Source: an optimization exercise on an open RTL-to-GDS flow (aim: small area). Production flows keep margins and buffers that such runs may drop. At most, simulation tests tie the RTL to the original design; equivalence was not proved. No activity file was given, so power comes from the tool's default toggle rates.

## JK
Design decodeAndMap, start of the top module:
module decodeAndMap(drawX, drawY, drawColour, WE, resetn, clock, shapeselect, inputColour, vs_n, rotateX, rotateY, rotateZ, invert, pitch, roll, yaw, doneShape);
For scale: about 1,500 cells after synthesis, roughly 59 I/O pins.
clock: 12.0 ns
lec_check: 0
cap_margin: 30
core_margin: 2
core_utilization: 65
cts_buf_list: sky130_fd_sc_hd__clkbuf_4 sky130_fd_sc_hd__clkbuf_8 sky130_fd_sc_hd__clkbuf_16
cts_cluster_diameter: 100
cts_cluster_size: 30
slew_margin: 20
run.sh (not shown) runs the stock make flow with config.mk's settings and CLKGATE_MAP_FILE= SYNTH_SCRIPT=/design/flow/synth_recipe.tcl, a recipe that flattens the netlist after the stock synthesis.
The inputs of TR differ from those of JK as listed below.
- swapping 65 for 70 in CORE_UTILIZATION
--- outcome ---
The run with more setup slack is TR; JK has less. TR vs JK, effective utilization at floorplan went up by 5.9 points. A timing endpoint of the critical path of drawColour[2] is what JK shows, while drawColour[0] belongs to TR. Summary — overall power consumption, TR relative to JK: lower, by 0.48%.
No functional check of the RTL was part of any run of this note.


== yarrow ==
decodeAndMap, a different RTL version from the one above (not shown whole).
For scale: about 690 flip-flops, ~59 I/O pins.
// decodeAndMap
module decodeAndMap(drawX, drawY, drawColour, WE, resetn, clock, shapeselect, inputColour, vs_n, rotateX, rotateY, rotateZ, invert, pitch, roll, yaw, doneShape);
make LEC_CHECK=0 CAP_MARGIN=30 CORE_MARGIN=2 CORE_UTILIZATION=70 CTS_BUF_LIST=sky130_fd_sc_hd__clkbuf_16 CTS_CLUSTER_DIAMETER=100 CTS_CLUSTER_SIZE=30 SLEW_MARGIN=20 finish   # period 12.0 ns
yarrow closes out successfully: all stages finished, all timing, DRC and antenna checks passed.
Relative to yarrow, the following input files were edited for raven:
- CORE_UTILIZATION now 75, was 70
### Flow results
NOTE power dissipated by switching net loads yarrow->raven decreased slightly. Compared with yarrow, raven shows a lower power. Sequential share of power up 0.4 points in raven wrt yarrow. The final reports for raven and yarrow show post-route fraction of the period consumed by the critical path higher in the former. The transition at the pin with the smallest max-transition slack in raven sits 0.11 ns below the value recorded for yarrow. Worst-case vdd ir drop, raven vs yarrow: up by more than a quarter. Re fraction of area in registers: raven is 0.29 points up on yarrow. Compared with yarrow, raven shows a part of the total power dissipated in the clock network that is 0.9 points lower. Per the comparison of raven with yarrow, post-layout minimum cycle time climbed 0.12 ns; share of total power in combinational logic climbed 0.4 points. raven: PASS, flow complete, no timing, DRC or antenna violations.
What harbor does differently from raven at the input level:
- CTS_CLUSTER_DIAMETER changed from 100 to 150
[summary]
Re wire length: raven and harbor aren't equal, and the higher value belongs to raven. harbor -> raven: share of the clock period used by the worst path after layout flat. Power: harbor draws less than raven. Worst max-slew margin expressed relative to the limit was higher in raven than in harbor.


## juniper
Another version of the RTL of decodeAndMap (not shown whole).
Size: ~59 I/O pins.
clock: 12.0 ns
lec_check: 0
cap_margin: 30
core_margin: 2
core_utilization: 65
cts_buf_list: sky130_fd_sc_hd__clkbuf_8 sky130_fd_sc_hd__clkbuf_16
cts_cluster_diameter: 50
cts_cluster_size: 20
slew_margin: 20
Inputs modified between juniper and xenon:
- CTS_CLUSTER_DIAMETER: 50 -> 100
- CTS_CLUSTER_SIZE: 20 -> 30
- CTS_BUF_LIST: sky130_fd_sc_hd__clkbuf_8 sky130_fd_sc_hd__clkbuf_16 -> sky130_fd_sc_hd__clkbuf_4 sky130_fd_sc_hd__clkbuf_8 sky130_fd_sc_hd__clkbuf_16
Notes after the runs:
As far as post-placement worst setup slack goes, juniper and xenon are indistinguishable; the numbers are identical.
Comparing xenon with juniper, the setup slack of the critical path after layout came out essentially unchanged.
juniper and xenon ended up with roughly the same data-path buffer share of cell area in the final layout.
[inputs] onyx vs xenon
- changing CTS_BUF_LIST from sky130_fd_sc_hd__clkbuf_4 sky130_fd_sc_hd__clkbuf_8 sky130_fd_sc_hd__clkbuf_16 to sky130_fd_sc_hd__clkbuf_16
- changing CORE_UTILIZATION from 65 to 60
- changing CTS_CLUSTER_DIAMETER from 100 to 60
Findings:
onyx completed every stage of the flow, and the final layout passed the timing, DRC and antenna checks.
Share of power burned in the clock network delta for onyx relative to xenon: 4.5 points higher
Worst slack at placement: onyx vs xenon up 0.0080 ns
xenon has a lower final non-filler cell area than onyx.
Compared with xenon, onyx shows non-clock buffer count that has gone up by a few percent.
[onyx] clock power rose 22% relative to xenon
Summary — total power density per cell area, onyx relative to xenon: higher, by about 4.6%.
Relative to xenon, the global routing usage summed across all routing layers of onyx is lower by 2.4 points.
As of onyx, clock buffer count in the final layout had risen by more than a quarter compared to xenon.
Power delta for onyx relative to xenon: 6.8% higher
No functional check of the RTL was part of any run of this note.


Starting RTL as in the previous note.
Settings: LEC_CHECK=0, CAP_MARGIN=30, CORE_MARGIN=2, CORE_UTILIZATION=65, CTS_BUF_LIST=sky130_fd_sc_hd__clkbuf_8 sky130_fd_sc_hd__clkbuf_16, CTS_CLUSTER_DIAMETER=60, CTS_CLUSTER_SIZE=25, SLEW_MARGIN=20; clock period 12.0 ns.
Edit:
==> flow/config.mk (replaced) <==
export PLATFORM = sky130hd
export DESIGN_NAME = decodeAndMap
export DESIGN_NICKNAME = decodeAndMap
export VERILOG_FILES = /design/flow/design.v
export SDC_FILE = /design/flow/constraint.sdc
export NUM_CORES = 8
export LEC_CHECK = 0
export ABC_AREA = 1
export CAP_MARGIN = 30
export CORE_MARGIN = 2
export CORE_UTILIZATION = 65
export CTS_BUF_LIST = sky130_fd_sc_hd__clkbuf_4 sky130_fd_sc_hd__clkbuf_8 sky130_fd_sc_hd__clkbuf_16
export CTS_CLUSTER_DIAMETER = 100
export CTS_CLUSTER_SIZE = 30
export SLEW_MARGIN = 20
Outcome:
- The new run ran to the end with no violations
- non-clock buffer count fell by 7
- total power fell by a little under a tenth
- design area fell by a few percent
- global-route usage rose by 0.32 points
- combinational power fell by a few percent
No run of this note included a check of the RTL's function; only the layout flow was run.

static timing again, ports no longer ideal:
How much do the figures lean on ideal ports? The routed layouts below were timed once more, with nothing changed but the port constraints.
Step 1 (the two cells are an assumption about what drives the block):
set clk [get_ports {clock}]
set_driving_cell -lib_cell sky130_fd_sc_hd__clkbuf_16 $clk
set_driving_cell -lib_cell sky130_fd_sc_hd__buf_2 [delete_from_list [all_inputs] $clk]
Step 2 times the ports against the registers' clock, not the clock port: input delays grow and output delays shrink by t, the midpoint of the rising clock arrivals with the driver on.
Three values: ideal, step 1, step 2; two values: the first two.
run | t (ns) | setup WS [ns] | worst setup path at the end | pins driven straight from the clock port
JK | 0.639 | 6.089 / 6.060 / 6.060 | input to output | 1
TR | 0.632 | 6.099 / 6.062 / 6.062 | input to output | 1
yarrow | 0.629 | 6.111 / 6.086 / 6.086 | input to output | 1
raven | 0.625 | 5.992 / 5.960 / 5.960 | input to output | 1
harbor | 0.616 | 5.991 / 5.959 / 5.959 | input to output | 1
juniper | 0.603 | 6.074 / 6.049 / 6.049 | input to output | 1
xenon | 0.633 | 6.073 / 6.048 / 6.048 | input to output | 1
onyx | 0.567 | 6.085 / 6.052 / 6.052 | input to output | 1
the first run of note 4 | 0.585 | 6.071 / 6.046 / 6.046 | input to output | 1
the second run of note 4 | 0.609 | 6.043 / 6.013 / 6.013 | input to output | 1
After both steps every run listed still meets setup and hold. The setup slack of TR, which loses most, moves by -0.037 ns with the drivers and by -0.037 ns with both steps.
